Context: an optimization exercise on an open-source flow, tuned for small area. The choices shown serve that exercise and are no tape-out recipe. Where RTL was checked, it was by simulation tests only, not by an equivalence proof against the original. Only the layout flow was run in runs 1 and 2; the RTL was not checked for function there. No activity file was given, so power comes from the tool's default toggle rates.

--- flow/constraint.sdc ---
create_clock -name core_clock -period 10.0 [get_ports {clk}]
set_input_delay 2.0000 -clock core_clock [delete_from_list [all_inputs] [get_ports {clk}]]
set_output_delay 2.0000 -clock core_clock [all_outputs]
set_load 0.01 [all_outputs]
--- flow/flow/run.sh ---
#!/bin/bash
# Standard layout (the standard.sh), with the port buffers made from the
# smallest buffer cell and a clock tree of smaller buffers.
export BUFFER_PORTS_ARGS="-buffer_cell sky130_fd_sc_hd__buf_1"
export CTS_ARGS="-sink_clustering_enable -repair_clock_nets -dont_use_dummy_load -buf_list {sky130_fd_sc_hd__clkbuf_4} -root_buf sky130_fd_sc_hd__clkbuf_8 -sink_clustering_size 10 -sink_clustering_max_diameter 40"
bash standard.sh > standard.log 2>&1
--- flow/design.v ---
module fifo_latch
    #(parameter W = 46)
    (output logic [W-1:0] data_out,
    output logic loaded,             
    output logic [2:0] fifo_count,   
    output logic fifo_full,
    output logic fifo_half,
    output logic fifo_empty,
    input logic [W-1:0] data_in,
    input logic we,                  
    input logic read_n,
    input logic write_n,             
    input logic clk,
    input logic reset_n);
logic [W-1:0] mem [0:6];
logic [2:0] read_pointer, write_pointer;
logic [3:0] diff;
always_comb begin
    diff = {1'b0, write_pointer} - {1'b0, read_pointer};
    fifo_count = diff[3] ? diff[2:0] + 3'd7 : diff[2:0];
    fifo_full = (fifo_count == 3'd6);
    fifo_half = (fifo_count >= 3'd3);
    fifo_empty = (write_pointer == read_pointer);
end
always_ff @(posedge clk or negedge reset_n)
    if (!reset_n)
        read_pointer <= '0;
    else if (!read_n & !fifo_empty)
        read_pointer <= (read_pointer == 3'd6) ? 3'd0 : read_pointer + 1'b1;
always_ff @(posedge clk or negedge reset_n)
    if (!reset_n)
        write_pointer <= '0;
    else if (!write_n & !fifo_full)
        write_pointer <= (write_pointer == 3'd6) ? 3'd0 : write_pointer + 1'b1;
always_ff @(posedge clk)
    if (we)
        mem[write_pointer] <= data_in;
logic [6:0] rsel;
logic [W-1:0] data_next;
always_comb begin
    for (int i = 0; i < 7; i++)
        rsel[i] = !read_n && (read_pointer == 3'(i));
    data_next = read_n ? data_out : '0;
    for (int i = 0; i < 7; i++)
        data_next = data_next | (mem[i] & {W{rsel[i]}});
end
always_ff @(negedge clk or negedge reset_n)
    if (!reset_n) begin
        data_out <= '0;
        loaded <= 1'b0;
    end else begin
        data_out <= data_next;
        if (!read_n)
            loaded <= 1'b1;
    end
endmodule  
module channel_ctrl
    #(parameter integer WIDTH = 64,
    parameter integer MAIN_FIFO_BITS = 12,
    parameter integer LOCAL_FIFO_DEPTH = 8)
    (output logic [WIDTH-2:0] channel_event,
    output logic [9:0] adc_word,
    output logic fifo_empty,
    output logic triggered_natural,
    output logic csa_reset,
    output logic sample,
    output logic clk_out,
    input logic channel_enabled,
    input logic hit,
    input logic [9:0] dout,
    input logic done,
    input logic [7:0] chip_id,
    input logic [5:0] channel_id,
    input logic [7:0] adc_burst,
    input logic [7:0] adc_hold_delay,
    input logic [31:0] timestamp_32b,
    input logic unsigned [7:0] reset_length,
    input logic enable_dynamic_reset,
    input logic cds_mode,
    input logic mark_first_packet,
    input logic read_local_fifo_n,
    input logic external_trigger,
    input logic cross_trigger,
    input logic periodic_trigger,
    input logic periodic_reset,
    input logic enable_min_delta_adc,
    input logic threshold_polarity,
    input logic [9:0] dynamic_reset_threshold,
    input logic [9:0] digital_threshold,
    input logic [7:0] min_delta_adc,
    input logic fifo_full,
    input logic fifo_half,
    input logic enable_local_fifo_diagnostics,
    input logic channel_mask,
    input logic external_trigger_mask,
    input logic cross_trigger_mask,
    input logic periodic_trigger_mask,
    input logic enable_periodic_trigger_veto,
    input logic enable_hit_veto,
    input logic clk,
    input logic reset_n);
localparam logic [3:0] IDLE = 4'h0,
            SAMPLE = 4'h1,
            GET_RESET_SAMPLE = 4'h2,
            RESET_CSA = 4'h3,
            CONVERT = 4'h4,
            SAR_DONE = 4'h5,
            SAVE_RESET_SAMPLE = 4'h6,
            REQUEST_READOUT = 4'h7,
            TRANSFER_RESET_SAMPLE = 4'h8,
            WAIT_STATE = 4'h9,
            TRANSFER_ADC_CODE = 4'ha;
logic [3:0] State, Next;
function automatic less8;
    input [7:0] a;
    input [7:0] b;
    integer i;
    begin
        less8 = 1'b0;
        for (i = 0; i < 8; i = i + 1)
            less8 = (a[i] ^ b[i]) ? b[i] : less8;
    end
endfunction
function automatic less10;
    input [9:0] a;
    input [9:0] b;
    integer i;
    begin
        less10 = 1'b0;
        for (i = 0; i < 10; i = i + 1)
            less10 = (a[i] ^ b[i]) ? b[i] : less10;
    end
endfunction
logic triggered_external, triggered_cross, triggered_periodic, triggered_channel;
logic [1:0] trigger_type, trigger_type_latched;
logic [7:0] sample_counter;
logic [27:0] ts_latched;
logic [7:0] adc_burst_counter, burst_next;
logic burst_lt, burst_zero;
logic [2:0] wait_counter;
logic [7:0] reset_counter;
logic [8:0] rst_diff;
logic rst_ge0, rst_ge2, rst_more;
logic [9:0] delta_adc;
logic rr_repeat, rr_polarity, delta_small, past_threshold;
logic [9:0] previous_adc_word;
logic first_conversion, periodic_reset_triggered, csa_reset_triggered;
logic csa_reset_flag, last_call, final_conversion, have_reset_sample;
logic write_local_fifo_n;
logic [2:0] local_fifo_count;
logic local_fifo_full, local_fifo_half, loaded;
logic [45:0] q_event, event_in;
logic [8:0] ev_live, ev_held;
logic is_reset_event, we_event;
always_comb clk_out = 1'b0;
always_comb begin
    triggered_natural = hit & ~channel_mask;
    triggered_external = external_trigger & ~external_trigger_mask;
    triggered_cross = cross_trigger & ~cross_trigger_mask;
    triggered_periodic = periodic_trigger & ~periodic_trigger_mask
        & ~(hit & enable_periodic_trigger_veto) & (State == IDLE);
    triggered_channel = triggered_natural | triggered_external
        | triggered_cross | triggered_periodic;
    case ({triggered_natural,triggered_external,
            triggered_cross,triggered_periodic})
        4'b0100: trigger_type = 2'b01;
        4'b0010: trigger_type = 2'b10;
        4'b0001: trigger_type = 2'b11;
        default: trigger_type = 2'b00;
    endcase
end
always_comb begin
    burst_next = adc_burst_counter + 8'd1;
    burst_lt = less8(adc_burst_counter, adc_burst);
    burst_zero = adc_burst_counter == 8'h00;
end
always_comb csa_reset = csa_reset_triggered | csa_reset_flag | periodic_reset_triggered;
always_comb begin
    rst_diff = {1'b0, reset_length} - {1'b0, reset_counter};
    rst_ge0 = ~rst_diff[8];                           
    rst_ge2 = ~rst_diff[8] & (rst_diff[7:1] != 7'd0);  
    rst_more = (reset_length[7:1] != 7'd0)             
        ? (~rst_diff[8] & (rst_diff[7:0] > 8'd2))
        : (reset_counter < {7'h7f, reset_length[0]});
end
always_ff @(posedge clk or negedge reset_n) begin
    if (!reset_n) begin
        csa_reset_flag <= 1'b0;
        reset_counter <= 8'h00;
    end else begin
        if (csa_reset_triggered) begin
            if (rst_ge2)
                csa_reset_flag <= 1'b1;
            reset_counter <= 8'h00;
        end else if (csa_reset_flag) begin
            if (rst_more)
                reset_counter <= reset_counter + 1'b1;
            else begin
                reset_counter <= 8'h00;
                csa_reset_flag <= 1'b0;
            end
        end else
            reset_counter <= 8'h00;
    end
end
always_ff @(posedge clk or negedge reset_n)
    if (!reset_n)
        State <= IDLE;
    else
        State <= Next;
always_comb begin
    case (State)
        IDLE:   if (channel_enabled & triggered_channel) Next = SAMPLE;
                else if (channel_enabled && cds_mode && !have_reset_sample
                        && burst_zero) Next = GET_RESET_SAMPLE;
                else Next = IDLE;
        SAMPLE: if (trigger_type_latched != 2'b00) Next = RESET_CSA;
                else if (less8(sample_counter, adc_hold_delay)) Next = SAMPLE;
                else if (burst_lt) Next = RESET_CSA;
                else if (enable_hit_veto & !hit) Next = IDLE;
                else Next = RESET_CSA;
        GET_RESET_SAMPLE: if (less8(sample_counter, adc_hold_delay)
                            && burst_lt) Next = GET_RESET_SAMPLE;
                else Next = CONVERT;
        RESET_CSA: Next = CONVERT;
        CONVERT: if (done) Next = SAR_DONE;
                else Next = CONVERT;
        SAR_DONE: if (cds_mode && !have_reset_sample && burst_zero)
                    Next = SAVE_RESET_SAMPLE;
                else Next = REQUEST_READOUT;
        SAVE_RESET_SAMPLE: Next = IDLE;
        REQUEST_READOUT: if (!local_fifo_full) begin
                    if (have_reset_sample) Next = TRANSFER_RESET_SAMPLE;
                    else Next = TRANSFER_ADC_CODE;
                end else Next = REQUEST_READOUT;
        TRANSFER_RESET_SAMPLE: Next = WAIT_STATE;
        WAIT_STATE: if (wait_counter >= 3'b100) Next = TRANSFER_ADC_CODE;
                else Next = WAIT_STATE;
        TRANSFER_ADC_CODE: if (!burst_lt || final_conversion) Next = IDLE;
                else Next = SAMPLE;
        default: Next = IDLE;
    endcase
end
always_ff @(posedge clk)
    if (Next == REQUEST_READOUT) begin
        rr_repeat <= (State == REQUEST_READOUT);
        rr_polarity <= threshold_polarity;
    end
always_comb begin
    delta_adc = (adc_word + ~previous_adc_word + {9'b0, rr_polarity})
                ^ {10{~rr_polarity}};
    past_threshold = threshold_polarity ? !less10(adc_word, dynamic_reset_threshold)
                                        : !less10(dynamic_reset_threshold, adc_word);
    delta_small = rr_repeat ? (min_delta_adc != 8'h00)
                            : less10(delta_adc, {2'b00, min_delta_adc});
end
always_ff @(posedge clk)
    if (Next == GET_RESET_SAMPLE)
        ts_latched <= timestamp_32b[27:0];
    else if (Next == RESET_CSA)
        ts_latched <= {mark_first_packet ? first_conversion : timestamp_32b[27],
                       timestamp_32b[26:0]};
always_ff @(posedge clk)
    if (Next == REQUEST_READOUT)
        ev_held <= ev_live;
always_ff @(posedge clk or negedge reset_n) begin
    if (!reset_n) begin
        csa_reset_triggered <= 1'b1;
        periodic_reset_triggered <= 1'b0;
        sample <= 1'b1;
        adc_word <= 10'b0;
        sample_counter <= 8'b0;
        adc_burst_counter <= 8'b0;
        trigger_type_latched <= 2'b0;
        write_local_fifo_n <= 1'b1;
        previous_adc_word <= 10'b0;
        first_conversion <= 1'b1;
        final_conversion <= 1'b0;
        last_call <= 1'b0;
        have_reset_sample <= 1'b0;
        wait_counter <= 3'b0;
    end else begin
        csa_reset_triggered <= 1'b0;
        periodic_reset_triggered <= 1'b0;
        sample <= 1'b0;
        write_local_fifo_n <= 1'b1;
        case (Next)
            IDLE: begin
                sample <= 1'b1;
                adc_burst_counter <= 8'b0;
                trigger_type_latched <= 2'b0;
                adc_word <= 10'b0;
                first_conversion <= 1'b1;
                final_conversion <= 1'b0;
                previous_adc_word <= 10'b0;
                last_call <= 1'b0;
                wait_counter <= 3'b0;
                if (periodic_reset)
                    periodic_reset_triggered <= 1'b1;
            end
            SAMPLE: begin
                adc_word <= 10'b0;
                sample_counter <= sample_counter + 1'b1;
                if (!burst_lt)
                    trigger_type_latched <= trigger_type;
                sample <= 1'b1;
                if (last_call)
                    final_conversion <= 1'b1;
            end
            GET_RESET_SAMPLE: begin
                adc_word <= 10'b0;
                sample_counter <= sample_counter + 1'b1;
            end
            RESET_CSA: begin
                if ((rst_ge0
                        && first_conversion && (adc_burst == 8'h00)
                        && !enable_dynamic_reset && !enable_min_delta_adc)
                    || (burst_next == adc_burst)
                    || final_conversion)
                    csa_reset_triggered <= 1'b1;
            end
            CONVERT: begin
                first_conversion <= 1'b0;
                last_call <= 1'b0;
                sample_counter <= 8'b0;
            end
            SAR_DONE: begin
                adc_word <= dout;
                sample <= 1'b1;
            end
            SAVE_RESET_SAMPLE: begin
                have_reset_sample <= 1'b1;
                sample <= 1'b1;
            end
            REQUEST_READOUT: begin
                sample <= 1'b1;
            end
            TRANSFER_RESET_SAMPLE: begin
                write_local_fifo_n <= 1'b0;
                sample <= 1'b1;
            end
            WAIT_STATE: begin
                have_reset_sample <= 1'b0;
                wait_counter <= wait_counter + 1'b1;
                sample <= 1'b1;
            end
            TRANSFER_ADC_CODE: begin
                previous_adc_word <= adc_word;
                adc_burst_counter <= burst_next;
                if (!less10(adc_word, digital_threshold))
                    write_local_fifo_n <= 1'b0;
                sample <= 1'b1;
                if (final_conversion)
                    last_call <= 1'b0;
                else if (enable_dynamic_reset && past_threshold)
                    last_call <= 1'b1;
                else if (enable_min_delta_adc && delta_small)
                    last_call <= 1'b1;
            end
            default: ;
        endcase
    end
end
always_comb begin
    is_reset_event = (Next == SAVE_RESET_SAMPLE);
    we_event = is_reset_event | (State == TRANSFER_ADC_CODE);
    ev_live[3:0] = enable_local_fifo_diagnostics ? {1'b0, local_fifo_count + 3'd1}
                                                 : ts_latched[27:24];
    ev_live[4] = cds_mode;
    ev_live[6:5] = {fifo_full, fifo_half};
    ev_live[8:7] = {local_fifo_full, local_fifo_half};
    event_in[23:0] = ts_latched[23:0];
    if (is_reset_event) begin
        event_in[27:24] = ev_live[3:0];
        event_in[29:28] = 2'b11;
        event_in[43:42] = ev_live[6:5];
        event_in[45:44] = ev_live[8:7];
    end else begin
        event_in[27:24] = ev_held[3:0];
        event_in[29:28] = {ev_held[4], 1'b0};
        event_in[43:42] = ev_held[6:5];
        event_in[45:44] = ev_held[8:7];
    end
    event_in[39:30] = adc_word;
    event_in[41:40] = trigger_type_latched;
end
fifo_latch fifo_inst (
    .data_out   (q_event),
    .loaded     (loaded),
    .fifo_count (local_fifo_count),
    .fifo_full  (local_fifo_full),
    .fifo_half  (local_fifo_half),
    .fifo_empty (fifo_empty),
    .data_in    (event_in),
    .we         (we_event),
    .read_n     (read_local_fifo_n),
    .write_n    (write_local_fifo_n),
    .clk        (clk),
    .reset_n    (reset_n));
always_comb begin
    channel_event[1:0] = {1'b0, loaded};
    channel_event[9:2] = loaded ? chip_id : 8'h00;
    channel_event[15:10] = loaded ? channel_id : 6'h00;
    channel_event[61:16] = q_event;
    channel_event[62] = loaded;
end
endmodule
--- flow/standard.sh ---
#!/bin/bash
# synth_recipe.tcl (not shown) runs the flow's synth.tcl, then flattens the netlist and writes it again
# the make line also repeats each setting of config.mk as NAME=value (left out here)
make -C /OpenROAD-flow-scripts/flow DESIGN_CONFIG=/design/flow/config.mk WORK_HOME=/design/flow/orfs CLKGATE_MAP_FILE= SYNTH_SCRIPT=/design/flow/synth_recipe.tcl "${@:-finish}"
--- flow/config.mk ---
export PLATFORM = sky130hd
export DESIGN_NAME = channel_ctrl
export DESIGN_NICKNAME = channel_ctrl
export VERILOG_FILES = /design/flow/design.v
export SDC_FILE = /design/flow/constraint.sdc
export NUM_CORES = 4
export LEC_CHECK = 0
export CAP_MARGIN = 20
export CORE_MARGIN = 2
export CORE_UTILIZATION = 40
export SLEW_MARGIN = 20
==> summary.txt, run 1 <==
Route
  – DR iter-0 viols: 927
  – Vias after detailed routing: ~13000
  – DRC: 0
  – WL final: roughly 50 mm
  – Via/cell ratio: around 5.5
  – First drt pass iteration count: 5
  – Routed Antenna Nets: 0
  – Average wire per standard cell: roughly 21 um

Final layout
  – Nets: about 1900
  – Area growth syn-to-layout: 10.7%
  – Most common cell after layout, fill and taps aside: edfxtp_1
  – Non-filler cells, final: approximately 2400
  – Util after Layout: 0.451
  – Most frequent cells in the layout: 361 x edfxtp_1, 201 x buf_1, 144 x nand2_1
  – Ant. Diodes: 0
  – Filler cells: ~4500
  – Share of post-route cells with drive strength above 1: 0.0889

STA
  – Slew Viols, Final: 0
  – Min setup slack post-route: ~1.5 ns
  – Max_slew headroom: 0.324
  – Setup violators final: 0
  – Hold Slack: just over 0.5 ns
  – Hold Vio Cnt, Final: 0
  – RSZ-0062 raised after global routing: no
  – Final clock skew: between 0.1 and 0.15 ns
  – Total negative slack: 0 ns
  – Worst-Margin Slew: roughly 1.0 ns

Clock network
  – Clock sinks: around 480
  – Post-CTS Hold Buffers: 0
  – Skew-Pair Late Insertion Delay: ~0.63 ns
  – Reg clk slew, reported paths: roughly 0.080 ns
  – H-tree levels: 3
  – Num CTS Buffers: 72
  – Post-CTS resize count: 0
  – CTS Root Buffer Type: clkbuf_8
  – CTS tree: yes
  – Clk buf depth: 3
  – Setup bufs post-CTS: 0

Floorplan
  – Row count: just over 80
  – Die Span Y: between 200 and 250 um
  – Starting density of the core: 0.407
  – Boundary Pins: 210
  – DIE AREA: approximately 52000 sq um
  – Core box area: 49100 sq um
  – DIE WIDTH: approximately 230 um

Outcome
  – Outcome: finished clean

Global routing
  – Vias in the first global route: approximately 13000
  – Initial antenna violation count: 4
  – All-Layer GR Usage: 0.198
  – Pin count of the biggest net entering global routing: just under 90
  – First-pass GRT wire length: approximately 77 mm
  – GRT overflow: 0

Synthesis
  – Synthesized cell area: approximately 20000 sq um
  – Yosys cell types: 69
  – Post-Synthesis Cells: ~1500
  – Seq/Total Area, Yosys: 0.687
  – Prevailing post-synth register cell: edfxtp_1
  – Synth async-reset ratio: 0.242
  – Yosys warns: 2
  – EDFF count, synth: 361
  – Synthesized flop and latch total: about 480
  – Mean Syn Cell Area: about 14 sq um

Placed design
  – Port bufs: roughly 200
  – Cells after DPL: between 2000 and 2500
  – Dpl hpwl: between 30 and 40 mm
  – Global placement routability congestion: about 0.91
  – Pre-CTS setup slack: roughly 1.2 ns

Critical path
  – Cell at the slowest stage of the critical path: dfrtn_1
  – Required @ worst endpoint: around 8.0 ns
  – Setup CP Type: reg -> out
  – Cell breakdown of the critical path: and2_1 > buf_1
  – Crit path launch type: flip-flop
  – CP peak stage delay: about 0.6 ns
  – Arr. time, crit path: ~6.5 ns
  – CP endpoint kind: primary output
  – Crit Path Max Fanout: 17

Power
  – Static leakage: roughly 7.4 nW
  – VDD IR max: ~0.00017 V
  – Pwr Density: approximately 260 nW/um^2

Min path
  – HP Class: reg -> reg

Job
  – Number of max-cap violations: 0
## stage by stage
stage,instance area (sq um),total power (W)
6_report,22100,0.00575
5_1_grt,22100,0.00613
4_1_cts,22100,0.00581
3_5_place_dp,21500,0.00482
3_3_place_gp,21500,0.00476
2_1_floorplan,20000,0.00414
## where the power goes
group	switching, W	total, W	leakage [nW]	internal, W
registers	0.000275	0.00286	4.74	0.00259
clock network	0.000617	0.000990	0.355	0.000373
logic	0.00122	0.00190	2.33	0.000678
total	0.00211	0.00575	7.43	0.00364
## routing by layer
| metal | track usage | routed length [um] | part of all wire | vias up |
|---|---|---|---|---|
| met5 | 0 | 54 | 0.0011 | - |
| met4 | 0.0481 | 882 | 0.018 | 8 |
| met3 | 0.0470 | 3540 | 0.070 | 89 |
| met2 | 0.334 | 24500 | 0.49 | 463 |
| met1 | 0.258 | 21200 | 0.42 | 6389 |
| li1 | - | - | - | 5997 |
## kinds of logic (layout without fill, tap and decap cells)
group	Yosys count	after routing	share of synthesized area
DFF	476	476	0.687
and+or+nand+nor	388	388	0.0959
AOI/OAI and AO/OA	341	341	0.120
buffers and inverters	150	370	0.0317
adders and majority gates	60	60	0.0365
xor gates and xnor gates	42	42	0.0184
muxes	19	19	0.0103
other	1	2	0.000188
## path summary, 6_finish.rpt
path	from	cells past startpoint	slack, ns	endpoint
worst max register to register	fifo_inst.read_pointer[2]$_DFFE_PN0P_	7	2.70	fifo_inst.data_out[34]$_DFF_NN0_
worst max-delay path	fifo_inst.loaded$_DFFE_NN0N_	2	1.46	channel_event[5]
min in group asynchronous	reset_n	2	1.90	adc_burst_counter[3]$_DFFE_PN0P_
worst min register to register	wait_counter[0]$_DFFE_PN0P_	1	0.51	wait_counter[0]$_DFFE_PN0P_
worst min-delay path	wait_counter[0]$_DFFE_PN0P_	1	0.51	wait_counter[0]$_DFFE_PN0P_
max in group asynchronous	reset_n	2	2.85	fifo_inst.data_out[39]$_DFF_NN0_
## synth_stat cells (5+ instances only)
cell type | count | area share
ha_1 | 31 | 0.019
maj3_1 | 17 | 0.0085
dfrtn_1 | 47 | 0.059
o211ai_1 | 7 | 0.0026
or4_1 | 6 | 0.0023
a221oi_1 | 48 | 0.021
mux2_2 | 13 | 0.0073
o31ai_1 | 9 | 0.0034
nor2_1 | 47 | 0.0088
nor3_1 | 13 | 0.0033
a21o_1 | 7 | 0.0026
a22o_1 | 15 | 0.0066
xnor2_1 | 30 | 0.013
edfxtp_1 | 361 | 0.54
maj3_2 | 8 | 0.0045
o21ai_0 | 78 | 0.020
nand3_1 | 61 | 0.015
or3_1 | 5 | 0.0016
inv_1 | 69 | 0.013
clkbuf_1 | 58 | 0.011
nand2_1 | 144 | 0.027
dfrtp_1 | 64 | 0.080
nor2b_1 | 25 | 0.0078
and2_1 | 16 | 0.0050
buf_4 | 16 | 0.0060
a22oi_1 | 94 | 0.035
and3_1 | 9 | 0.0028
a211oi_1 | 6 | 0.0023
a21oi_1 | 25 | 0.0063
nor4b_1 | 5 | 0.0022
o22ai_1 | 17 | 0.0053
nor4_1 | 13 | 0.0041
mux2i_1 | 6 | 0.0030
buf_2 | 7 | 0.0018
nand2b_1 | 18 | 0.0056
xor2_1 | 12 | 0.0053
## sequential cells by signal, summed over array words and instances (netlist names), 2 cells and up
name,flops
ts_latched,28
previous_adc_word,10
reset_counter,8
adc_word,10
adc_burst_counter,8
trigger_type_latched,2
State,4
fifo_inst.data_out,46
sample_counter,8
wait_counter,3
fifo_inst.mem,322
ev_held,9
fifo_inst.write_pointer,3
fifo_inst.read_pointer,3
## final cells by class
cell class,instances,area [sq um],share of cell area
flip-flops and latches,476,13700,0.621
multi-input cells,852,5710,0.258
repair buffers,229,977,0.0442
well taps,664,831,0.0376
clock buffers,72,597,0.0270
inverters,69,259,0.0117
## critical path, delay by kind of cell (launching register included)
family                 cells  cell delay (ns)
flip-flops                 1             0.61
buffers and inverters      1             0.16
AND/OR/NAND/NOR            1             0.22
==> run 2: changes to the inputs <==
==> flow/flow/run.sh (replaced) <==
#!/bin/bash
# Standard layout (the standard.sh), with the port buffers made from the
# smallest buffer cell and a clock tree of smaller buffers.
export BUFFER_PORTS_ARGS="-buffer_cell sky130_fd_sc_hd__buf_1"
export CTS_ARGS="-sink_clustering_enable -repair_clock_nets -dont_use_dummy_load -buf_list {sky130_fd_sc_hd__clkbuf_8} -root_buf sky130_fd_sc_hd__clkbuf_8 -sink_clustering_size 20 -sink_clustering_max_diameter 50"
bash standard.sh > standard.log 2>&1
==> run 2 against run 1 <==
Total power fell by 0.32%. Worst setup slack got worse by 0.0043 ns. Design area barely moved. Combinational power barely moved. Non-clock buffer count did not move. Die area did not move. Utilization barely moved. Synthesized area did not move. Critical path depth did not move. Critical path type unchanged. Largest cell class unchanged. Largest power group unchanged.
==> summary.txt, run 2 <==
Outcome
  – Outcome: finished clean

Synthesis
  – Yosys warns: 2 (unchanged)
  – Top post-synthesis cells by area: edfxtp_1 54%, dfrtp_1 8.0%, dfrtn_1 5.9%, a22oi_1 3.5%, nand2_1 2.7%
  – Post-synth top area share: 0.543 (unchanged)
  – Synth async-reset ratio: 0.242 (unchanged)
  – Prevailing post-synth register cell: edfxtp_1
  – Post-Synthesis Cells: 1477 (unchanged)
  – Synthesized cell area: 20000 sq um (unchanged)
  – EDFF count, synth: 361 (unchanged)
  – Commonest cells post-synth: 361 x edfxtp_1, 144 x nand2_1, 94 x a22oi_1, 78 x o21ai_0, 69 x inv_1
  – Yosys cell types: 69 (unchanged)
  – Synthesized flop and latch total: 476 (unchanged)
  – Mean Syn Cell Area: 13.5 sq um (unchanged)
  – Area leader, netlist: edfxtp_1
  – Most common cell in the netlist: edfxtp_1
  – Seq/Total Area, Yosys: 0.687 (unchanged)

Clock network
  – H-tree levels: 2 (-1)
  – CTS Root Buffer Type: clkbuf_8
  – Post-CTS Hold Buffers: 0 (unchanged)
  – CTS tree: yes
  – Clock sinks: 476 (unchanged)
  – Setup bufs post-CTS: 0 (unchanged)
  – Clk buf depth: 3 (unchanged)
  – Reg clk slew, reported paths: 0.09 ns (about the same)
  – Skew-Pair Late Insertion Delay: 0.66 ns (+0.03 ns)
  – Num CTS Buffers: 42 (-42%)
  – Post-CTS resize count: 0 (unchanged)

Placed design
  – Global placement routability congestion: 0.912 (unchanged)
  – Dpl hpwl: 30.4 mm (unchanged)
  – Port bufs: 203 (unchanged)

Critical path
  – Cell breakdown of the critical path: and2_1 > buf_1
  – Number of buffers and inverters on the critical path: 1 (unchanged)
  – Cell at the slowest stage of the critical path: dfrtn_1
  – Required @ worst endpoint: 8.00 ns (about the same)
  – Reg2reg path depth: 7 (unchanged)
  – Crit path launch type: flip-flop
  – Delay-heaviest family, CP: flip-flops
  – CP endpoint kind: primary output
  – Setup CP Type: reg -> out
  – Crit Path Max Fanout: 17 (unchanged)
  – Crit path depth: 2 (unchanged)
  – Arr. time, crit path: 6.55 ns (about the same)
  – CP peak stage delay: 0.61 ns (about the same)

Floorplan
  – Row count: 81 (unchanged)
  – Boundary Pins: 210 (unchanged)
  – Starting density of the core: 0.407 (unchanged)
  – Core box area: 49100 sq um (unchanged)
  – DIE WIDTH: 227 um (unchanged)
  – DIE AREA: 51700 sq um (unchanged)
  – Die Span Y: 227 um (unchanged)

Power
  – Psw: 0.00209 W (-1.0%)
  – Pwr Density: 260 nW/um^2 (-0.24%)
  – VDD IR max: 0.000167 V (-4.3%)
  – Sw frac: 0.365 (-0.00250)
  – Clock network power share: 0.170 (-0.002)
  – Total chip power: 0.00573 W (-0.32%)
  – Static leakage: 7.38 nW (-0.71%)
  – Pint: 0.00364 W (about the same)
  – Part of the power in registers: 0.499 (about the same)
  – Comb pwr share: 0.331 (about the same)

Route
  – Vias after detailed routing: 12723 (-1.7%)
  – DR iter-0 viols: 946 (+2.0%)
  – Via/cell ratio: 5.46 (-0.46%)
  – First drt pass iteration count: 5 (unchanged)
  – WL final: 50.1 mm (-0.28%)
  – Routed Antenna Nets: 0 (unchanged)
  – DRC: 0 (unchanged)
  – Average wire per standard cell: 21.5 um (+1.0%)

Global routing
  – Vias in the first global route: 12804 (-2.0%)
  – Initial antenna violation count: 4 (unchanged)
  – First-pass GRT wire length: 76.2 mm (-0.63%)
  – GRT overflow: 0 (unchanged)
  – All-Layer GR Usage: 0.196 (-0.00196)
  – Pin count of the biggest net entering global routing: 88 (unchanged)

Final layout
  – Most common cell after layout, fill and taps aside: edfxtp_1
  – Nets: 1837 (-1.6%)
  – Most flop-heavy register: fifo_inst.mem
  – Util after Layout: 0.450 (about the same)
  – Ant. Diodes: 0 (unchanged)
  – Area growth syn-to-layout: 10.6% (about the same)
  – Most frequent cells in the layout: 361 x edfxtp_1, 201 x buf_1, 144 x nand2_1
  – Share of post-route cells with drive strength above 1: 0.0725 (-0.0164)
  – Max FFs per register: 322 (unchanged)
  – Largest registers: fifo_inst.mem (322), fifo_inst.data_out (46), ts_latched (28)

Job
  – Number of max-cap violations: 0 (unchanged)

STA
  – Hold Slack: 0.512 ns (+0.000727 ns)
  – Max_slew headroom: 0.324 (about the same)
  – Hold Vio Cnt, Final: 0 (unchanged)
  – Final clock skew: 0.0907 ns (-0.0115 ns)
  – Worst-Margin Slew: 1.01 ns (+0.000314 ns)
  – Setup violators final: 0 (unchanged)
  – Slew Viols, Final: 0 (unchanged)
  – Total negative slack: 0 ns (unchanged)
  – RSZ-0062 raised after global routing: no

Min path
  – HP Class: reg -> reg
  – WHS Path Cells: 1 (unchanged)
==> run 2: cell types whose count changed in the layout (fill, tap and decap cells not counted) <==
cell	before	now
clkbuf_4	65	2
clkbuf_8	9	42
==> run 2: cell type report <==
class	count	area, sq um
inverters	69	259
well taps	664	831
clock buffers	42	578
flip-flops and latches	476	13700
multi-input cells	852	5710
repair buffers	229	977
fillers	4484	27000
==> run 2: final timing paths <==
| kind | start | end | slack (ns) |
|---|---|---|---|
| setup / recovery | fifo_inst.loaded$_DFFE_NN0N_ | channel_event[5] | 1.45 |
| hold / removal | wait_counter[0]$_DFFE_PN0P_ | wait_counter[0]$_DFFE_PN0P_ | 0.51 |
| setup reg to reg | fifo_inst.read_pointer[2]$_DFFE_PN0P_ | fifo_inst.data_out[21]$_DFF_NN0_ | 2.72 |
| hold reg to reg | wait_counter[0]$_DFFE_PN0P_ | wait_counter[0]$_DFFE_PN0P_ | 0.51 |
| max in group asynchronous | reset_n | fifo_inst.data_out[34]$_DFF_NN0_ | 2.88 |
| min in group asynchronous | reset_n | sample_counter[3]$_DFFE_PN0P_ | 1.89 |
==> run 2: power groups by stage <==
| stage | Combinational [W] | Clock (W) | Sequential (W) |
|---|---|---|---|
| 2_1_floorplan | 0.00130 | 0 | 0.00283 |
| 3_3_place_gp | 0.00186 | 0 | 0.00290 |
| 3_5_place_dp | 0.00191 | 0 | 0.00291 |
| 4_1_cts | 0.00192 | 0.00101 | 0.00287 |
| 5_1_grt | 0.00211 | 0.00108 | 0.00291 |
| 6_report | 0.00190 | 0.000974 | 0.00286 |
==> run 2: per-stage QoR <==
step,cells,worst slack (ns),cell area [sq um]
finish,2332,1.45,22100
global route,2332,1.28,22100
CTS,2332,1.38,22100
detailed placement,2290,1.16,21500
global placement,2290,1.20,21500
floorplan,1478,0.740,20000
==> run 2: layer usage <==
metal / track usage / up-vias / part of all wire
met5: 0 / - / 0.00098
met4: 0.0375 / 8 / 0.015
met3: 0.0419 / 65 / 0.070
met2: 0.335 / 407 / 0.49
met1: 0.259 / 6323 / 0.43
li1: - / 5920 / -
==> run 2: worst reg2reg max path, cell delays in order (launching register included) <==
cell	delay (ns)
dfrtp_1	0.54
inv_1	0.15
ha_2	0.37
buf_4	0.37
nand2_1	0.15
o21ai_0	0.08
a221oi_1	0.27
nand3_1	0.13
==> run 2: kinds of logic (layout without fill, tap and decap cells) <==
group,Yosys count,count (layout),share of synthesized area
AO/OA/AOI/OAI,341,341,0.120
XOR/XNOR,42,42,0.0184
adder cells (fa/ha/maj),60,60,0.0365
buffers and inverters,150,340,0.0317
flip-flops,476,476,0.687
multiplexers,19,19,0.0103
other,1,2,0.000188
AND/OR/NAND/NOR,388,388,0.0959
==> run 3: changes to the inputs <==
--- a/flow/design.v
+++ b/flow/design.v
@@ -138,5 +138,4 @@
 logic [7:0] adc_burst_counter, burst_next;
 logic burst_lt, burst_zero;
-logic [2:0] wait_counter;
 logic [7:0] reset_counter;
 logic [8:0] rst_diff;
@@ -235,5 +234,5 @@
                 end else Next = REQUEST_READOUT;
         TRANSFER_RESET_SAMPLE: Next = WAIT_STATE;
-        WAIT_STATE: if (wait_counter >= 3'b100) Next = TRANSFER_ADC_CODE;
+        WAIT_STATE: if (sample_counter[2]) Next = TRANSFER_ADC_CODE;
                 else Next = WAIT_STATE;
         TRANSFER_ADC_CODE: if (!burst_lt || final_conversion) Next = IDLE;
@@ -279,5 +278,4 @@
         last_call <= 1'b0;
         have_reset_sample <= 1'b0;
-        wait_counter <= 3'b0;
     end else begin
         csa_reset_triggered <= 1'b0;
@@ -295,5 +293,4 @@
                 previous_adc_word <= 10'b0;
                 last_call <= 1'b0;
-                wait_counter <= 3'b0;
                 if (periodic_reset)
                     periodic_reset_triggered <= 1'b1;
@@ -342,8 +339,9 @@
             WAIT_STATE: begin
                 have_reset_sample <= 1'b0;
-                wait_counter <= wait_counter + 1'b1;
+                sample_counter <= sample_counter + 1'b1;
                 sample <= 1'b1;
             end
             TRANSFER_ADC_CODE: begin
+                sample_counter <= 8'b0;
                 previous_adc_word <= adc_word;
                 adc_burst_counter <= burst_next;
--- a/flow/flow/run.sh
+++ b/flow/flow/run.sh
@@ -4,3 +4,4 @@
 export BUFFER_PORTS_ARGS="-buffer_cell sky130_fd_sc_hd__buf_1"
 export CTS_ARGS="-sink_clustering_enable -repair_clock_nets -dont_use_dummy_load -buf_list {sky130_fd_sc_hd__clkbuf_8} -root_buf sky130_fd_sc_hd__clkbuf_8 -sink_clustering_size 20 -sink_clustering_max_diameter 50"
+export RECOVER_POWER=100
 bash standard.sh > standard.log 2>&1
==> run 3 against run 2 <==
Now fails the layout checks on capacitance limit, slew limit. Largest power group unchanged. Synthesized area down 2.5%. Combinational power down 8%. Clock skew up 0.016 ns. Non-clock buffer count up 2. Hold slack worse by 0.029 ns. Highest routed layer is now met4. Sequential share of layout area up 1.6 points. Register-to-register slack worse by 0.97 ns.
==> summary.txt, run 3 <==
Outcome
  – Outcome: complete, but fails checks
  – Violated checks: capacitance limit, slew limit

Final layout
  – Nets: 1726 (-6.0%)
  – Area growth syn-to-layout: 9.98%
  – Most common cell after layout, fill and taps aside: edfxtp_1
  – Most flop-heavy register: fifo_inst.mem
  – Max FFs per register: 322 (unchanged)
  – Most frequent cells in the layout: 361 x edfxtp_1, 197 x buf_1, 96 x a22oi_1
  – Largest registers: fifo_inst.mem (322), fifo_inst.data_out (46), ts_latched (28)
  – Non-filler cells, final: 2173 (-6.8%)
  – Ant. Diodes: 0 (unchanged)
  – Util after Layout: 0.447 (-0.00270)
  – Share of post-route cells with drive strength above 1: 0.0578 (-0.0148)
  – Fin area: 21400 sq um (-3.0%)

Route
  – Vias after detailed routing: 12174 (-4.3%)
  – First drt pass iteration count: 6 (+1)
  – DRC: 0 (unchanged)
  – Via/cell ratio: 5.60 (+2.7%)
  – DR iter-0 viols: 1076 (+14%)
  – Routed Antenna Nets: 0 (unchanged)
  – WL final: 48.3 mm (-3.5%)
  – Average wire per standard cell: 22.2 um (+3.5%)

Critical path
  – Cell breakdown of the critical path: clkbuf_1 > clkbuf_2 > nor3_1 > buf_4 > a221oi_1 > nand3_1
  – Crit path depth: 6 (+4)
  – FF-to-FF End: fifo_inst.mem[1][32]$_DFFE_PP_
  – Crit Path Max Fanout: 50 (+33)
  – Reg2reg path depth: 16 (+9)
  – Cell at the slowest stage of the critical path: clkbuf_2
  – Worst Setup EP: fifo_inst.data_out[31]$_DFF_NN0_
  – Delay-heaviest family, CP: buffers and inverters
  – Worst Setup SP: read_local_fifo_n
  – Crit path launch type: input pin
  – Worst flop-to-flop path startpoint: fifo_inst.read_pointer[0]$_DFFE_PN0P_
  – Arr. time, crit path: 4.49 ns (-2.06 ns)
  – Reg2Reg Setup Slack: 1.75 ns (-0.97 ns)
  – CP endpoint kind: flip-flop
  – Required @ worst endpoint: 5.41 ns (-2.59 ns)
  – Number of buffers and inverters on the critical path: 3 (+2)
  – Setup CP Type: in -> reg
  – CP peak stage delay: 1.23 ns (+0.62 ns)

Synthesis
  – EDFF count, synth: 361 (unchanged)
  – Post-Synthesis Cells: 1353 (-8.4%)
  – Post-synth top area share: 0.557 (+0.0139)
  – Most common cell in the netlist: edfxtp_1
  – Area leader, netlist: edfxtp_1
  – Synthesized cell area: 19500 sq um (-2.5%)
  – Mean Syn Cell Area: 14.4 sq um (+6.4%)
  – Prevailing post-synth register cell: edfxtp_1
  – Synthesized flop and latch total: 473 (-0.63%)
  – Top post-synthesis cells by area: edfxtp_1 56%, dfrtp_1 7.8%, dfrtn_1 6.0%, a22oi_1 3.7%, ha_1 1.9%
  – Yosys warns: 2 (unchanged)
  – Synth async-reset ratio: 0.237 (-0.00481)
  – Commonest cells post-synth: 361 x edfxtp_1, 96 x a22oi_1, 90 x nand2_1, 69 x inv_1, 61 x dfrtp_1
  – Yosys cell types: 77 (+12%)
  – Seq/Total Area, Yosys: 0.701 (+0.0137)

Floorplan
  – Boundary Pins: 210 (unchanged)
  – DIE WIDTH: 225 um (-1.2%)
  – Row count: 80 (-1.2%)
  – DIE AREA: 50400 sq um (-2.4%)
  – Die Span Y: 225 um (-1.2%)
  – Starting density of the core: 0.407 (about the same)
  – Core box area: 47800 sq um (-2.5%)

Clock network
  – Setup bufs post-CTS: 0 (unchanged)
  – Clock sinks: 473 (-0.63%)
  – Post-CTS resize count: 0 (unchanged)
  – Num CTS Buffers: 43 (+2.4%)
  – Skew-Pair Late Insertion Delay: 0.66 ns (about the same)
  – CTS Root Buffer Type: clkbuf_8
  – Reg clk slew, reported paths: 0.06 ns (-0.03 ns)
  – Clk buf depth: 3 (unchanged)
  – H-tree levels: 2 (unchanged)
  – Post-CTS Hold Buffers: 0 (unchanged)
  – CTS tree: yes

Power
  – Pwr Density: 261 nW/um^2 (+0.49%)
  – VDD IR max: 0.000121 V (-27%)
  – Static leakage: 7.15 nW (-3.1%)

Placed design
  – Global placement routability congestion: 0.833 (-8.6%)
  – Cells after DPL: 2130 (-7.0%)
  – Dpl hpwl: 29.4 mm (-3.4%)
  – Port bufs: 203 (unchanged)
  – Post-DP Area: 21000 sq um (-2.4%)

STA
  – Hold Vio Cnt, Final: 0 (unchanged)
  – Max_slew headroom: -0.682 (-1.01)
  – Setup violators final: 0 (unchanged)
  – Worst-Margin Slew: 2.52 ns (+1.52 ns)
  – Final clock skew: 0.107 ns (+0.0158 ns)
  – Slew Viols, Final: 293 (+293)
  – Total negative slack: 0 ns (unchanged)
  – RSZ-0062 raised after global routing: no

Global routing
  – First-pass GRT wire length: 73.2 mm (-3.9%)
  – Vias in the first global route: 12136 (-5.2%)
  – GRT overflow: 0 (unchanged)
  – Initial antenna violation count: 0 (-4)
  – All-Layer GR Usage: 0.192 (-0.00387)
  – Pin count of the biggest net entering global routing: 56 (-36%)

Job
  – Number of max-cap violations: 11 (+11)

Min path
  – HP Class: reg -> reg
  – WHS Path Cells: 2 (+1)
==> run 3: final cells by class <==
type                       count  area (sq um)
inverter                      70           263
sequential                   473         13600
fill                        4343         26400
tap                          615           769
multi-input combinational    741          5190
timing repair buffer         231           942
clock buffer                  43           592
==> run 3: worst min-delay path, stage by stage, from the launching register on <==
cell     delay [ns]
dfrtp_1        0.34
nand2_1        0.05
o21ai_0        0.06
==> run 3: cell families (layout without fill, tap and decap cells) <==
group	after synthesis	after routing	share of synthesized area
AND/OR/NAND/NOR	314	314	0.0840
adder cells (fa/ha/maj)	52	52	0.0330
other	1	2	0.000193
buffers and inverters	140	344	0.0312
AO/OA/AOI/OAI	319	319	0.125
multiplexers	11	11	0.00636
flip-flops	473	473	0.701
XOR/XNOR	43	43	0.0193
==> run 3: worst min-delay path by stage <==
| stage | startpoint | to |
|---|---|---|
| after global placement | previous_adc_word[2]$_DFFE_PN0P_ | previous_adc_word[2]$_DFFE_PN0P_ |
| final | previous_adc_word[2]$_DFFE_PN0P_ | previous_adc_word[2]$_DFFE_PN0P_ |
| after global routing | previous_adc_word[6]$_DFFE_PN0P_ | previous_adc_word[6]$_DFFE_PN0P_ |
| after floorplan | previous_adc_word[2]$_DFFE_PN0P_ | previous_adc_word[2]$_DFFE_PN0P_ |
| after CTS | previous_adc_word[2]$_DFFE_PN0P_ | previous_adc_word[2]$_DFFE_PN0P_ |
| after detailed placement | previous_adc_word[2]$_DFFE_PN0P_ | previous_adc_word[2]$_DFFE_PN0P_ |
==> run 3: layer usage <==
| layer | vias to the layer above | wire length (um) | GRT usage |
|---|---|---|---|
| li1 | 5603 | - | - |
| met1 | 6132 | 21300 | 0.263 |
| met2 | 372 | 23000 | 0.321 |
| met3 | 67 | 2950 | 0.0329 |
| met4 | 0 | 1030 | 0.0451 |
| met5 | - | 0 | 0 |
==> run 3: report_power, final <==
part / internal (W) / switching, W / leakage, nW / total, W
clock: 0.000384 / 0.000603 / 0.309 / 0.000986
combinational: 0.000625 / 0.00112 / 2.13 / 0.00175
sequential: 0.00258 / 0.000271 / 4.71 / 0.00285
total: 0.00359 / 0.00200 / 7.15 / 0.00559
==> run 3: through the flow <==
step	setup slack, ns	hold WS, ns	total power, W
floorplan	1.57	0.450	0.00408
global placement	1.13	0.464	0.00466
detailed placement	1.09	0.475	0.00471
CTS	1.43	0.487	0.00570
global route	0.702	0.530	0.00596
finish	0.922	0.483	0.00559
==> run 4: changes to the inputs <==
--- a/flow/flow/run.sh
+++ b/flow/flow/run.sh
@@ -4,4 +4,3 @@
 export BUFFER_PORTS_ARGS="-buffer_cell sky130_fd_sc_hd__buf_1"
 export CTS_ARGS="-sink_clustering_enable -repair_clock_nets -dont_use_dummy_load -buf_list {sky130_fd_sc_hd__clkbuf_8} -root_buf sky130_fd_sc_hd__clkbuf_8 -sink_clustering_size 20 -sink_clustering_max_diameter 50"
-export RECOVER_POWER=100
 bash standard.sh > standard.log 2>&1
==> run 4 against run 3 <==
Now clean on timing, DRC and antenna. Combinational power rose by 4%. Utilization rose by 0.37 points. Clock power barely moved. Largest cell class unchanged. Largest power group unchanged. Highest routed layer unchanged.
==> summary.txt, run 4 <==
Final layout
  – Most frequent cells in the layout: 361 x edfxtp_1, 201 x buf_1, 96 x a22oi_1
  – Non-filler cells, final: 2173 (unchanged)
  – Largest registers: fifo_inst.mem (322), fifo_inst.data_out (46), ts_latched (28)
  – Most flop-heavy register: fifo_inst.mem
  – Ant. Diodes: 0 (unchanged)
  – Area growth syn-to-layout: 10.9%
  – Share of post-route cells with drive strength above 1: 0.0822 (+0.0244)
  – Fin area: 21600 sq um (+0.83%)
  – Util after Layout: 0.451 (+0.00371)
  – Most common cell after layout, fill and taps aside: edfxtp_1
  – Max FFs per register: 322 (unchanged)
  – Nets: 1726 (unchanged)

Synthesis
  – EDFF count, synth: 361 (unchanged)
  – Synthesized cell area: 19500 sq um (unchanged)
  – Area leader, netlist: edfxtp_1
  – Yosys cell types: 77 (unchanged)
  – Post-synth top area share: 0.557 (unchanged)
  – Yosys warns: 2 (unchanged)
  – Top post-synthesis cells by area: edfxtp_1 56%, dfrtp_1 7.8%, dfrtn_1 6.0%, a22oi_1 3.7%, ha_1 1.9%
  – Synth async-reset ratio: 0.237 (unchanged)
  – Seq/Total Area, Yosys: 0.701 (unchanged)
  – Post-Synthesis Cells: 1353 (unchanged)
  – Mean Syn Cell Area: 14.4 sq um (unchanged)
  – Most common cell in the netlist: edfxtp_1
  – Prevailing post-synth register cell: edfxtp_1
  – Commonest cells post-synth: 361 x edfxtp_1, 96 x a22oi_1, 90 x nand2_1, 69 x inv_1, 61 x dfrtp_1
  – Synthesized flop and latch total: 473 (unchanged)

Power
  – VDD IR max: 0.000121 V (-0.42%)
  – Clock network power share: 0.174 (-0.003)
  – Part of the power in registers: 0.504 (-0.007)
  – Sw frac: 0.359 (+0.00155)
  – Pwr Density: 262 nW/um^2 (+0.23%)
  – Static leakage: 7.22 nW (+0.96%)
  – Psw: 0.00203 W (+1.5%)
  – Pint: 0.00362 W (+0.82%)
  – Comb pwr share: 0.322 (+0.009)

Route
  – Routed Antenna Nets: 0 (unchanged)
  – DRC: 0 (unchanged)
  – Uppermost routed layer: met4
  – Met1 WL: 21.2 mm (-0.67%)
  – WL final: 48.1 mm (-0.38%)
  – Metal2 WL: 23.1 mm (+0.44%)
  – Met3 WL post-DR: 2.97 mm (+0.58%)
  – Vias after detailed routing: 12144 (-0.25%)
  – DR iter-0 viols: 1040 (-3.3%)
  – First drt pass iteration count: 6 (unchanged)
  – Via/cell ratio: 5.59 (-0.25%)
  – Average wire per standard cell: 22.1 um (-0.38%)

Critical path
  – Worst Setup SP: fifo_inst.loaded$_DFFE_NN0N_
  – Reg2Reg Setup Slack: 2.67 ns (+0.92 ns)
  – Setup CP Type: reg -> out
  – Crit Path Max Fanout: 17 (-66%)
  – Reg2reg path depth: 7 (-9)
  – CP peak stage delay: 0.61 ns (-0.62 ns)
  – Arr. time, crit path: 6.51 ns (+2.02 ns)
  – CP endpoint kind: primary output
  – Required @ worst endpoint: 8.00 ns (+2.59 ns)
  – Crit path launch type: flip-flop
  – Cell at the slowest stage of the critical path: dfrtn_1
  – FF-to-FF End: fifo_inst.data_out[15]$_DFF_NN0_
  – Cell breakdown of the critical path: and2_1 > buf_1
  – Worst flop-to-flop path startpoint: fifo_inst.read_pointer[0]$_DFFE_PN0P_
  – Worst Setup EP: channel_event[11]

Min path
  – HP Class: reg -> reg

Clock network
  – CTS tree: yes
  – Skew-Pair Late Insertion Delay: 0.66 ns (about the same)
  – Post-CTS Hold Buffers: 0 (unchanged)
  – CTS Root Buffer Type: clkbuf_8
  – Setup bufs post-CTS: 0 (unchanged)
  – H-tree levels: 2 (unchanged)
  – Post-CTS resize count: 0 (unchanged)
  – Num CTS Buffers: 43 (unchanged)
  – Clk buf depth: 3 (unchanged)
  – Clock sinks: 473 (unchanged)
  – Reg clk slew, reported paths: 0.05 ns (about the same)

STA
  – Slew Viols, Final: 0 (-100%)
  – Setup violators final: 0 (unchanged)
  – Max_slew headroom: 0.349 (+1.03)
  – Worst-Margin Slew: 0.974 ns (-1.55 ns)
  – RSZ-0062 raised after global routing: no
  – Hold Vio Cnt, Final: 0 (unchanged)
  – Final clock skew: 0.112 ns (+0.00501 ns)
  – Total negative slack: 0 ns (unchanged)
  – Hold Slack: 0.483 ns (+0.000452 ns)

Placed design
  – Port bufs: 203 (unchanged)
  – Post-DP Area: 21000 sq um (unchanged)
  – Cells after DPL: 2130 (unchanged)
  – Dpl hpwl: 29.4 mm (unchanged)
  – Global placement routability congestion: 0.833 (unchanged)

Job
  – Number of max-cap violations: 0 (-11)

Floorplan
  – Row count: 80 (unchanged)
  – DIE WIDTH: 225 um (unchanged)
  – Die Span Y: 225 um (unchanged)
  – DIE AREA: 50400 sq um (unchanged)
  – Starting density of the core: 0.407 (unchanged)
  – Core box area: 47800 sq um (unchanged)
  – Boundary Pins: 210 (unchanged)

Global routing
  – GRT overflow: 0 (unchanged)
  – Pin count of the biggest net entering global routing: 56 (unchanged)
  – All-Layer GR Usage: 0.192 (unchanged)
  – Initial antenna violation count: 0 (unchanged)
  – First-pass GRT wire length: 73.2 mm (unchanged)
  – Vias in the first global route: 12136 (unchanged)

Outcome
  – Outcome: finished clean
-- run 4: power groups by stage --
stage                     clock network (W)  registers [W]  logic [W]
final                              0.000985        0.00284    0.00182
after global routing                0.00109        0.00289    0.00203
after CTS                           0.00102        0.00285    0.00183
after detailed placement                  0        0.00290    0.00182
after global placement                    0        0.00288    0.00179
after floorplan                           0        0.00281    0.00126
-- run 4: logic make-up (layout without fill, tap and decap cells) --
kind of cell | count (synthesis) | in the layout | synth area share
simple gates | 314 | 314 | 0.0840
mux | 11 | 11 | 0.00636
flops | 473 | 473 | 0.701
fa+ha+maj | 52 | 52 | 0.0330
buf+inv | 140 | 344 | 0.0312
xor+xnor | 43 | 43 | 0.0193
other cells | 1 | 2 | 0.000193
compound gates | 319 | 319 | 0.125
-- run 4: metrics by stage --
step	power [W]	setup WS, ns
2_1_floorplan	0.00408	1.57
3_3_place_gp	0.00466	1.13
3_5_place_dp	0.00471	1.09
4_1_cts	0.00570	1.43
5_1_grt	0.00602	1.36
6_report	0.00565	1.49
-- run 4: metal layers --
metal  track usage  vias up
li1              -     5603
met1         0.263     6114
met2         0.321      366
met3        0.0329       61
met4        0.0451        0
met5             0        -
-- run 4: area by class of cell --
class	instances	area, sq um
fillers	4307	26300
flip-flops and latches	473	13600
multi-input cells	741	5300
repair buffers	231	1010
well taps	615	769
clock buffers	43	592
inverters	70	263
-- run 4: worst min-delay path by stage --
| stage | from | to | slack, ns | cells after the start |
|---|---|---|---|---|
| final | previous_adc_word[2]$_DFFE_PN0P_ | previous_adc_word[2]$_DFFE_PN0P_ | 0.48 | 2 |
| after global routing | previous_adc_word[6]$_DFFE_PN0P_ | previous_adc_word[6]$_DFFE_PN0P_ | 0.53 | 2 |
| after global placement | previous_adc_word[2]$_DFFE_PN0P_ | previous_adc_word[2]$_DFFE_PN0P_ | 0.46 | 2 |
| after detailed placement | previous_adc_word[2]$_DFFE_PN0P_ | previous_adc_word[2]$_DFFE_PN0P_ | 0.47 | 2 |
| after floorplan | previous_adc_word[2]$_DFFE_PN0P_ | previous_adc_word[2]$_DFFE_PN0P_ | 0.45 | 2 |
| after CTS | previous_adc_word[2]$_DFFE_PN0P_ | previous_adc_word[2]$_DFFE_PN0P_ | 0.49 | 2 |
-- run 4: worst max-delay path: cells and delay by family, from the launching register on --
family | cells | cell delay (ns)
flops | 1 | 0.61
buf+inv | 1 | 0.16
simple gates | 1 | 0.19
==> run 5: changes to the inputs <==
--- a/flow/flow/run.sh
+++ b/flow/flow/run.sh
@@ -4,3 +4,4 @@
 export BUFFER_PORTS_ARGS="-buffer_cell sky130_fd_sc_hd__buf_1"
 export CTS_ARGS="-sink_clustering_enable -repair_clock_nets -dont_use_dummy_load -buf_list {sky130_fd_sc_hd__clkbuf_8} -root_buf sky130_fd_sc_hd__clkbuf_8 -sink_clustering_size 20 -sink_clustering_max_diameter 50"
+export RECOVER_POWER=100
 bash standard.sh > standard.log 2>&1
--- a/flow/config.mk
+++ b/flow/config.mk
@@ -8,4 +8,5 @@
 export CAP_MARGIN = 20
 export CORE_MARGIN = 2
-export CORE_UTILIZATION = 40
+export CORE_UTILIZATION = 55
+export PLACE_DENSITY = 0.75
 export SLEW_MARGIN = 20
==> run 5 against run 4 <==
Now fails the layout checks on capacitance limit, slew limit. Cell count decreased by 7.4%. Total power decreased by 1.4%. Hold slack got worse by 0.0052 ns.
==> summary.txt, run 5 <==
Route
  – WL final: 45.8 mm (-4.8%)
  – DRC: 0 (unchanged)
  – First drt pass iteration count: 5 (-1)
  – Via/cell ratio: 6.15 (+10%)
  – Average wire per standard cell: 22.8 um (+2.8%)
  – DR iter-0 viols: 1008 (-3.1%)
  – Vias after detailed routing: 12379 (+1.9%)
  – Routed Antenna Nets: 0 (unchanged)

Clock network
  – Reg clk slew, reported paths: 0.05 ns (about the same)
  – CTS tree: yes
  – Skew-Pair Late Insertion Delay: 0.62 ns (-0.04 ns)
  – Num CTS Buffers: 41 (-4.7%)
  – CTS Root Buffer Type: clkbuf_8
  – Clock sinks: 473 (unchanged)
  – H-tree levels: 2 (unchanged)
  – Setup bufs post-CTS: 0 (unchanged)
  – Clk buf depth: 3 (unchanged)
  – Post-CTS Hold Buffers: 0 (unchanged)
  – Post-CTS resize count: 0 (unchanged)

Final layout
  – Most frequent cells in the layout: 361 x edfxtp_1, 196 x buf_1, 96 x a22oi_1
  – Area growth syn-to-layout: 8.95%
  – Most flop-heavy register: fifo_inst.mem
  – Max FFs per register: 322 (unchanged)
  – Share of post-route cells with drive strength above 1: 0.0591 (-0.0230)
  – Largest registers: fifo_inst.mem (322), fifo_inst.data_out (46), ts_latched (28)
  – Fin area: 21200 sq um (-1.8%)
  – Nets: 1724 (-0.12%)
  – Most common cell after layout, fill and taps aside: edfxtp_1

Synthesis
  – Synthesized cell area: 19500 sq um (unchanged)
  – Yosys cell types: 77 (unchanged)
  – Post-synth top area share: 0.557 (unchanged)
  – EDFF count, synth: 361 (unchanged)
  – Synthesized flop and latch total: 473 (unchanged)
  – Yosys warns: 2 (unchanged)
  – Seq/Total Area, Yosys: 0.701 (unchanged)
  – Post-Synthesis Cells: 1353 (unchanged)
  – Synth async-reset ratio: 0.237 (unchanged)
  – Most common cell in the netlist: edfxtp_1
  – Prevailing post-synth register cell: edfxtp_1
  – Area leader, netlist: edfxtp_1
  – Top post-synthesis cells by area: edfxtp_1 56%, dfrtp_1 7.8%, dfrtn_1 6.0%, a22oi_1 3.7%, ha_1 1.9%
  – Mean Syn Cell Area: 14.4 sq um (unchanged)
  – Commonest cells post-synth: 361 x edfxtp_1, 96 x a22oi_1, 90 x nand2_1, 69 x inv_1, 61 x dfrtp_1

Outcome
  – Outcome: complete, but fails checks
  – Violated checks: capacitance limit, slew limit

STA
  – Setup violators final: 0 (unchanged)
  – Max_slew headroom: -0.635 (-0.984)
  – RSZ-0062 raised after global routing: no
  – Hold Vio Cnt, Final: 0 (unchanged)
  – Hold Slack: 0.478 ns (-0.00519 ns)
  – Total negative slack: 0 ns (unchanged)
  – Worst-Margin Slew: 2.42 ns (+1.45 ns)
  – Slew Viols, Final: 242 (+242)
  – Final clock skew: 0.123 ns (+0.0110 ns)

Floorplan
  – DIE WIDTH: 192 um (-14%)
  – Die Span Y: 192 um (-14%)
  – Row count: 68 (-15%)
  – Boundary Pins: 210 (unchanged)
  – DIE AREA: 36900 sq um (-27%)
  – Core box area: 34700 sq um (-27%)
  – Starting density of the core: 0.561 (+0.154)

Job
  – Number of max-cap violations: 10 (+10)

Global routing
  – GRT overflow: 0 (unchanged)
  – All-Layer GR Usage: 0.251 (+0.0591)
  – Vias in the first global route: 12295 (+1.3%)
  – Initial antenna violation count: 1 (+1)
  – First-pass GRT wire length: 70.0 mm (-4.4%)
  – Pin count of the biggest net entering global routing: 53 (-5.4%)

Critical path
  – Crit Path Max Fanout: 42 (+25)
  – Crit path launch type: input pin
  – Arr. time, crit path: 4.55 ns (-1.96 ns)
  – Required @ worst endpoint: 5.35 ns (-2.65 ns)
  – Setup CP Type: in -> reg
  – CP endpoint kind: flip-flop

Power
  – Sw frac: 0.357 (-0.00211)
  – Clock network power share: 0.169 (-0.005)
  – VDD IR max: 0.000275 V (+130%)
  – Comb pwr share: 0.318 (-0.004)
  – Part of the power in registers: 0.513 (+0.009)
  – Psw: 0.00199 W (-2.0%)
  – Pint: 0.00358 W (-1.1%)
  – Static leakage: 7.15 nW (-1.0%)
  – Pwr Density: 262 nW/um^2 (+0.35%)

Min path
  – HP Class: reg -> reg

Placed design
  – Port bufs: 203 (unchanged)
  – Post-DP Area: 20800 sq um (-1.0%)
  – Global placement routability congestion: 0.875 (+5.0%)
  – Dpl hpwl: 28.2 mm (-4.0%)
-- run 5: cell counts after synthesis --
No cell type changed its count.
-- run 5: through the flow --
step / setup WS [ns] / utilization / power (W) / instances
global placement: 1.19 / 0.598 / 0.00461 / 1970
global route: 0.700 / 0.611 / 0.00589 / 2011
floorplan: 1.57 / - / 0.00408 / 1354
finish: 0.798 / 0.611 / 0.00557 / 2012
CTS: 1.43 / 0.615 / 0.00563 / 2011
detailed placement: 1.13 / 0.598 / 0.00470 / 1970
-- run 5: layer usage --
metal  share of wire  vias up  GRT usage
li1                -     5614          -
met1            0.40     6101      0.347
met2            0.49      596      0.417
met3           0.087       68     0.0389
met4           0.025        0     0.0722
met5               0        -          0
-- run 5: path summary, 6_finish.rpt --
path	startpoint	to	slack [ns]	cells after the start
setup / recovery	read_local_fifo_n	fifo_inst.data_out[30]$_DFF_NN0_	0.80	6
min in group asynchronous	reset_n	fifo_inst.read_pointer[1]$_DFFE_PN0P_	1.59	1
setup reg to reg	fifo_inst.read_pointer[0]$_DFFE_PN0P_	fifo_inst.mem[4][36]$_DFFE_PP_	2.03	15
hold reg to reg	previous_adc_word[3]$_DFFE_PN0P_	previous_adc_word[3]$_DFFE_PN0P_	0.48	2
max in group asynchronous	reset_n	fifo_inst.data_out[29]$_DFF_NN0_	2.81	1
hold / removal	previous_adc_word[3]$_DFFE_PN0P_	previous_adc_word[3]$_DFFE_PN0P_	0.48	2
-- run 5: power by group through the flow --
stage	registers (W)	clock network, W	logic (W)
detailed placement	0.00289	0	0.00181
finish	0.00285	0.000941	0.00177
floorplan	0.00281	0	0.00126
global route	0.00289	0.00103	0.00197
global placement	0.00287	0	0.00174
CTS	0.00285	0.000962	0.00182
-- run 5: final cells by class --
cell class                 instances  area [sq um]
sequential                       473         13600
clock buffer                      41           564
inverter                          70           263
timing repair buffer             231           948
antenna                            1          2.50
multi-input combinational        741          5210
tap                              455           569
fill                            2674         13500
-- run 5: cell families after synthesis --
group / Yosys count / synth area share
AO/OA/AOI/OAI: 319 / 0.125
XOR/XNOR: 43 / 0.0193
other: 1 / 0.000193
AND/OR/NAND/NOR: 314 / 0.0840
buffers and inverters: 140 / 0.0312
flip-flops: 473 / 0.701
adder cells (fa/ha/maj): 52 / 0.0330
multiplexers: 11 / 0.00636
-- run 5: critical path, cell delays in order --
cell and delay, ns:
clkbuf_1 0.62, clkbuf_2 1.05, nor4_1 0.21, buf_4 0.32, a22oi_1 0.22, nand4_1 0.12
==> run 6: changes to the inputs <==
==> flow/flow/run.sh (replaced) <==
#!/bin/bash
# Standard layout (the standard.sh), with the port buffers made from the
# smallest buffer cell and a clock tree of smaller buffers.
export BUFFER_PORTS_ARGS="-buffer_cell sky130_fd_sc_hd__buf_1"
export CTS_ARGS="-sink_clustering_enable -repair_clock_nets -dont_use_dummy_load -buf_list {sky130_fd_sc_hd__clkbuf_16} -root_buf sky130_fd_sc_hd__clkbuf_8 -sink_clustering_size 30 -sink_clustering_max_diameter 70"
bash standard.sh > standard.log 2>&1
--- a/flow/config.mk
+++ b/flow/config.mk
@@ -8,5 +8,5 @@
 export CAP_MARGIN = 20
 export CORE_MARGIN = 2
-export CORE_UTILIZATION = 55
-export PLACE_DENSITY = 0.75
+export CORE_UTILIZATION = 40
+export GPL_TIMING_DRIVEN = 0
 export SLEW_MARGIN = 20
==> run 6 against run 5 <==
Largest power group unchanged. Critical path type is now reg -> out. Worst setup slack improved by 0.46 ns. Now clean on timing, DRC and antenna. Clock skew is 0.0038 ns higher. Sequential power hardly changed.
==> summary.txt, run 6 <==
Outcome
  – Outcome: finished clean

Global routing
  – All-Layer GR Usage: 0.193 (-0.0577)
  – GRT overflow: 0 (unchanged)
  – Met1 usage: 0.271 (-0.0755)
  – Met3 Use GR: 0.0247 (-0.0142)
  – Pin count of the biggest net entering global routing: 31 (-42%)
  – Vias in the first global route: 12217 (-0.63%)
  – Grt met2 use: 0.328 (-0.0890)
  – Initial antenna violation count: 2 (+1)
  – GR peak layer: met2
  – First-pass GRT wire length: 73.9 mm (+5.7%)

Final layout
  – Area growth syn-to-layout: 14.7%
  – Most common cell after layout, fill and taps aside: edfxtp_1
  – Ant. Diodes: 0 (-1)
  – Share of post-route cells with drive strength above 1: 0.0883 (+0.0291)
  – Max FFs per register: 322 (unchanged)
  – Nets: 1788 (+3.7%)
  – Fin area: 22300 sq um (+5.3%)
  – Most frequent cells in the layout: 361 x edfxtp_1, 202 x buf_1, 96 x a22oi_1
  – Filler cells: 4207 (+57%)
  – Largest registers: fifo_inst.mem (322), fifo_inst.data_out (46), ts_latched (28)
  – Most flop-heavy register: fifo_inst.mem

Route
  – DR iter-0 viols: 1207 (+20%)
  – Vias after detailed routing: 12412 (+0.27%)
  – Via/cell ratio: 5.55 (-9.7%)
  – Average wire per standard cell: 21.9 um (-3.6%)
  – Routed Antenna Nets: 0 (unchanged)
  – First drt pass iteration count: 8 (+3)
  – WL final: 49.0 mm (+7.1%)
  – DRC: 0 (unchanged)

Synthesis
  – Commonest cells post-synth: 361 x edfxtp_1, 96 x a22oi_1, 90 x nand2_1, 69 x inv_1, 61 x dfrtp_1
  – EDFF count, synth: 361 (unchanged)
  – Area leader, netlist: edfxtp_1
  – Most common cell in the netlist: edfxtp_1
  – Synthesized cell area: 19500 sq um (unchanged)
  – Synth async-reset ratio: 0.237 (unchanged)
  – Post-synth top area share: 0.557 (unchanged)
  – Synthesized flop and latch total: 473 (unchanged)
  – Seq/Total Area, Yosys: 0.701 (unchanged)
  – Post-Synthesis Cells: 1353 (unchanged)
  – Prevailing post-synth register cell: edfxtp_1
  – Yosys warns: 2 (unchanged)
  – Top post-synthesis cells by area: edfxtp_1 56%, dfrtp_1 7.8%, dfrtn_1 6.0%, a22oi_1 3.7%, ha_1 1.9%
  – Yosys cell types: 77 (unchanged)
  – Mean Syn Cell Area: 14.4 sq um (unchanged)

STA
  – Worst-Margin Slew: 0.905 ns (-1.52 ns)
  – Total negative slack: 0 ns (unchanged)
  – Max_slew headroom: 0.397 (+1.03)
  – Hold Vio Cnt, Final: 0 (unchanged)
  – Hold Slack: 0.482 ns (+0.00417 ns)
  – Final clock skew: 0.126 ns (+0.00379 ns)
  – Slew Viols, Final: 0 (-100%)
  – RSZ-0062 raised after global routing: no
  – Setup violators final: 0 (unchanged)

Clock network
  – Clk buf depth: 3 (unchanged)
  – H-tree levels: 1 (-1)
  – CTS tree: yes
  – Reg clk slew, reported paths: 0.06 ns (about the same)
  – Post-CTS resize count: 0 (unchanged)
  – Skew-Pair Late Insertion Delay: 0.74 ns (+0.12 ns)
  – Num CTS Buffers: 29 (-29%)
  – Clock sinks: 473 (unchanged)
  – CTS Root Buffer Type: clkbuf_8
  – Post-CTS Hold Buffers: 0 (unchanged)
  – Setup bufs post-CTS: 0 (unchanged)

Power
  – Static leakage: 7.54 nW (+5.5%)
  – Total chip power: 0.00585 W (+5.2%)
  – Pwr Density: 262 nW/um^2 (about the same)
  – VDD IR max: 0.000169 V (-39%)

Critical path
  – Crit path launch type: flip-flop
  – CP endpoint kind: primary output
  – Required @ worst endpoint: 8.00 ns (+2.65 ns)
  – Setup CP Type: reg -> out
  – Cell at the slowest stage of the critical path: dfrtn_1
  – Cell breakdown of the critical path: clkbuf_1 > and2_1 > buf_1
  – Arr. time, crit path: 6.74 ns (+2.19 ns)
  – CP peak stage delay: 0.52 ns (-0.53 ns)
  – Crit Path Max Fanout: 10 (-76%)

Floorplan
  – Die Span Y: 225 um (+17%)
  – DIE AREA: 50400 sq um (+37%)
  – DIE WIDTH: 225 um (+17%)
  – Boundary Pins: 210 (unchanged)
  – Row count: 80 (+18%)
  – Core box area: 47800 sq um (+38%)
  – Starting density of the core: 0.407 (-0.154)

Min path
  – HP Class: reg -> reg

Placed design
  – Global placement routability congestion: 0.833 (-4.8%)
  – Port bufs: 202 (-0.49%)
  – Dpl hpwl: 33.8 mm (+20%)
  – Post-DP Area: 21600 sq um (+4.1%)

Job
  – Number of max-cap violations: 0 (-10)
run 6: power breakdown:
| part | leakage, nW | switching [W] | internal (W) |
|---|---|---|---|
| Combinational | 2.49 | 0.00122 | 0.000734 |
| Sequential | 4.71 | 0.000249 | 0.00257 |
| Clock | 0.342 | 0.000597 | 0.000479 |
run 6: final timing paths:
| kind | start | to | slack (ns) | cells after the start |
|---|---|---|---|---|
| min in group asynchronous | reset_n | previous_adc_word[7]$_DFFE_PN0P_ | 1.69 | 2 |
| min | previous_adc_word[2]$_DFFE_PN0P_ | previous_adc_word[2]$_DFFE_PN0P_ | 0.48 | 2 |
| max | fifo_inst.loaded$_DFFE_NN0N_ | channel_event[7] | 1.26 | 3 |
| min reg2reg | previous_adc_word[2]$_DFFE_PN0P_ | previous_adc_word[2]$_DFFE_PN0P_ | 0.48 | 2 |
| max reg2reg | fifo_inst.read_pointer[2]$_DFFE_PN0P_ | fifo_inst.data_out[36]$_DFF_NN0_ | 2.16 | 9 |
| max in group asynchronous | reset_n | fifo_inst.data_out[34]$_DFF_NN0_ | 2.73 | 4 |
run 6: through the flow:
step,util,worst slack [ns],cells
final,0.467,1.26,2235
after global routing,0.467,1.11,2235
after CTS,0.467,1.22,2235
after detailed placement,0.452,0.964,2206
after global placement,0.439,-4.12,2171
after floorplan,-,1.57,1354
run 6: cell type report:
| cell class | count | area, sq um | share of cell area |
|---|---|---|---|
| Timing Repair Buffer | 237 | 1310 | 0.0589 |
| Inverter | 70 | 263 | 0.0118 |
| Multi-Input combinational cell | 741 | 5290 | 0.237 |
| Tap cell | 615 | 769 | 0.0345 |
| Buffer | 70 | 344 | 0.0154 |
| Sequential cell | 473 | 13600 | 0.611 |
| Clock buffer | 29 | 692 | 0.0310 |
run 6: kinds of logic after synthesis:
kind of cell    count (synthesis)  share of synthesized area
buf+inv                       140                     0.0312
other cells                     1                   0.000193
flops                         473                      0.701
mux                            11                    0.00636
xor+xnor                       43                     0.0193
compound gates                319                      0.125
simple gates                  314                     0.0840
fa+ha+maj                      52                     0.0330
run 6: critical path, delay by kind of cell (launching register included):
kind          cells  cell delay [ns]
flops             1             0.52
buf+inv           2             0.43
simple gates      1             0.17
run 6: metal layers:
metal  wire length, um  up-vias
met3              2650       64
met5                13        -
met2             23800      388
met1             21600     6204
li1                  -     5754
met4               950        2
